Background: an optimization exercise with open tools, aiming at small area and a short achievable clock period. Do not read the settings as production practice. The RTL was checked by simulation tests, not by an equivalence proof against the original design.

==> module top, before the edit <==
module top(clk,reset,data,valid,ready,result);
    input clk,reset;
    input [9:0]data;
    input valid;
    output ready;
    output [8:0]result;
    reg  [9:0] buf_q [0:8];
    reg  [3:0] wptr;             
    reg  [3:0] pptr;             
    reg        took;             
    reg        dv;               
    reg        w2, w3;           
    reg        done_d, rdy;
    reg  [3:0] x, y, z;
    reg  [1:0] kind;             
    reg  [8:0] res;
    function [3:0] inc9;
        input [3:0] p;
        case (p)
            4'd0: inc9 = 4'd1;
            4'd1: inc9 = 4'd2;
            4'd2: inc9 = 4'd3;
            4'd3: inc9 = 4'd4;
            4'd4: inc9 = 4'd5;
            4'd5: inc9 = 4'd6;
            4'd6: inc9 = 4'd7;
            4'd7: inc9 = 4'd8;
            default: inc9 = 4'd0;
        endcase
    endfunction
    function [3:0] inc9x2;
        input [3:0] p;
        case (p)
            4'd0: inc9x2 = 4'd2;
            4'd1: inc9x2 = 4'd3;
            4'd2: inc9x2 = 4'd4;
            4'd3: inc9x2 = 4'd5;
            4'd4: inc9x2 = 4'd6;
            4'd5: inc9x2 = 4'd7;
            4'd6: inc9x2 = 4'd8;
            4'd7: inc9x2 = 4'd0;
            default: inc9x2 = 4'd1;
        endcase
    endfunction
    wire [3:0] wptr_inc = inc9(wptr);
    wire [3:0] pptr_inc = inc9(pptr);
    wire [3:0] rptr     = took ? pptr_inc : pptr;          
    wire [3:0] rptr_inc = took ? inc9x2(pptr) : pptr_inc;
    wire [9:0] last = buf_q[pptr];
    wire [3:0] la   = last[3:0];
    wire [3:0] lb   = last[7:4];
    wire [1:0] lop  = last[9:8];
    wire lbz        = (lb == 4'd0);
    wire long_last  = lop[1] && (!lop[0] || !lbz);
    wire busy1      = took && long_last;                   
    wire full     = dv && (wptr == rptr);
    wire compute  = !busy1 && !w2;
    wire take     = dv && compute;
    wire nonempty = dv ? (wptr != rptr_inc) : (wptr != rptr);
    wire rd       = nonempty && (!dv || compute);
    integer i;
    always @(posedge clk) begin
        for (i = 0; i < 9; i = i + 1)
            if (!full && wptr == i) buf_q[i] <= data;
    end
    always @(posedge clk or posedge reset) begin
        if (reset) begin
            wptr <= 0;
            pptr <= 0;
            took <= 0;
            dv <= 0;
            w2 <= 0;
            w3 <= 0;
            done_d <= 0;
            rdy <= 0;
        end else begin
            if (valid && !full) wptr <= wptr_inc;
            pptr <= rptr;
            took <= take;
            if (rd) dv <= 1'b1;
            else if (compute) dv <= 1'b0;
            w2 <= busy1;
            w3 <= w2;
            done_d <= (took && !long_last) || w3;
            rdy <= done_d;
        end
    end
    wire [4:0] dt   = {x, y[3]} - {1'b0, z};
    wire       dge  = !dt[4];
    wire [3:0] dx   = dge ? dt[3:0] : {x[2:0], y[3]};
    wire [3:0] dy   = {y[2:0], dge};
    wire [4:0] ms   = {1'b0, x} + {1'b0, z & {4{y[0]}}};
    wire [3:0] mx   = ms[4:1];
    wire [3:0] my   = {ms[0], y[3:1]};
    wire [3:0] sx   = kind[0] ? dx : mx;
    wire [3:0] sy   = kind[0] ? dy : my;
    wire ldiv0 = (lop == 2'b11) && lbz;
    wire dge1  = la[3] && (lb == 4'd1);
    reg  [3:0] lx, ly;
    always @(*) begin
        case (lop)
            2'b10: begin lx = {1'b0, lb[3:1] & {3{la[0]}}}; ly = {la[0] & lb[0], la[3:1]}; end
            2'b11: begin lx = {3'b000, la[3] && !dge1};     ly = lbz ? 4'd0 : {la[2:0], dge1}; end
            default: begin lx = 4'd0;                       ly = la; end
        endcase
    end
    always @(posedge clk) begin
        if (took) begin
            x <= lx;
            y <= ly;
        end else begin
            x <= sx;
            y <= sy;
        end
        if (took) begin
            z <= lb;
            kind <= ldiv0 ? 2'b00 : lop;
        end
    end
    wire       sub = (kind == 2'b01);
    wire [4:0] as  = {1'b0, y} + {sub, z ^ {4{sub}}} + {4'd0, sub};
    always @(posedge clk) begin
        case (kind)
            2'b10:   res <= {1'b0, mx, my};
            2'b11:   res <= {5'd0, dy};
            2'b01:   res <= {{4{as[4]}}, as};
            default: res <= {4'd0, as};
        endcase
    end
    assign ready  = rdy;
    assign result = res;
endmodule
Settings: LEC_CHECK=0, CAP_MARGIN=20, CORE_MARGIN=2, CORE_UTILIZATION=40, PLACE_DENSITY=0.6, SLEW_MARGIN=20; clock period 14.0 ns.
standard.sh (not shown) runs the stock make flow with config.mk's settings and CLKGATE_MAP_FILE= SYNTH_SCRIPT=/design/flow/synth_recipe.tcl, a recipe that flattens the netlist after the stock synthesis.
==> flow/flow/run.sh <==
#!/bin/bash
# Standard layout with faster port buffers, a lighter clock tree, and the
# resizer's setup repair aimed well below the clock period.
set -uo pipefail
export BUFFER_PORTS_ARGS="-buffer_cell sky130_fd_sc_hd__buf_2"
export CTS_ARGS="-sink_clustering_enable -repair_clock_nets -dont_use_dummy_load -buf_list sky130_fd_sc_hd__clkbuf_8 -sink_clustering_size 30 -sink_clustering_max_diameter 100"
export SETUP_SLACK_MARGIN=10.4
bash standard.sh > standard.log 2>&1
Change:
--- a/flow/design.v
+++ b/flow/design.v
@@ -85,23 +85,26 @@
             rdy <= done_d;
         end
     end
+    wire [4:0] ms   = {1'b0, x} + {1'b0, z & {4{y[0]}}};
+    wire [3:0] mx   = ms[4:1];
+    wire [3:0] my   = {ms[0], y[3:1]};
     wire [4:0] dt   = {x, y[3]} - {1'b0, z};
     wire       dge  = !dt[4];
     wire [3:0] dx   = dge ? dt[3:0] : {x[2:0], y[3]};
     wire [3:0] dy   = {y[2:0], dge};
-    wire [4:0] ms   = {1'b0, x} + {1'b0, z & {4{y[0]}}};
-    wire [3:0] mx   = ms[4:1];
-    wire [3:0] my   = {ms[0], y[3:1]};
     wire [3:0] sx   = kind[0] ? dx : mx;
     wire [3:0] sy   = kind[0] ? dy : my;
-    wire ldiv0 = (lop == 2'b11) && lbz;
     wire dge1  = la[3] && (lb == 4'd1);
     reg  [3:0] lx, ly;
     always @(*) begin
         case (lop)
+            2'b00: begin lx = la;                           ly = 4'b0001; end
+            2'b01: begin lx = {1'b0, la[3:1]};              ly = {la[0], 3'b000}; end
             2'b10: begin lx = {1'b0, lb[3:1] & {3{la[0]}}}; ly = {la[0] & lb[0], la[3:1]}; end
-            2'b11: begin lx = {3'b000, la[3] && !dge1};     ly = lbz ? 4'd0 : {la[2:0], dge1}; end
-            default: begin lx = 4'd0;                       ly = la; end
+            default: begin
+                if (lbz) begin lx = 4'd0;                   ly = 4'b0001; end
+                else     begin lx = {3'b000, la[3] && !dge1}; ly = {la[2:0], dge1}; end
+            end
         endcase
     end
     always @(posedge clk) begin
@@ -114,17 +117,15 @@
         end
         if (took) begin
             z <= lb;
-            kind <= ldiv0 ? 2'b00 : lop;
+            kind <= (lop == 2'b11 && lbz) ? 2'b00 : lop;
         end
     end
-    wire       sub = (kind == 2'b01);
-    wire [4:0] as  = {1'b0, y} + {sub, z ^ {4{sub}}} + {4'd0, sub};
     always @(posedge clk) begin
         case (kind)
             2'b10:   res <= {1'b0, mx, my};
             2'b11:   res <= {5'd0, dy};
-            2'b01:   res <= {{4{as[4]}}, as};
-            default: res <= {4'd0, as};
+            2'b01:   res <= {{4{dt[4]}}, dt};
+            default: res <= {4'd0, ms};
         endcase
     end
     assign ready  = rdy;
Result: Via count is lower by about 5%; setup slack gets better by 14 ps; routed wire length is lower by 1.2%; cell area is lower by 1.6%; register-to-register slack gets better by 50 ps; global-route usage is higher by 0.19 points.

==> port drivers added, routing unchanged <==
How much do the figures lean on ideal ports? The routed layouts below were timed once more, with nothing changed but the port constraints.
Step 1, drivers: a clkbuf_16 drives clk and a buf_2 each remaining input, both assumed.
Step 2 adds t to the input delays and takes it off the output delays; t is the mean of the earliest and latest rising clock arrival at the registers after step 1. Input paths then give back, and output paths get back, about the clock's delay inside the block.
Three values: ideal, step 1, step 2; two values: the first two.
run	t (ns)	setup slack, ns	worst hold slack (ns)	worst setup path after step 2	clock arrival spread, ns
the first run	0.465	10.286 / 10.251 / 10.459	0.356 / 0.356 / 0.356	input to register	0.025 / 0.026
the second run	0.459	10.301 / 10.267 / 10.317	0.345 / 0.345 / 0.345	input to register	0.021 / 0.021
After both steps setup and hold are still met in every run listed.
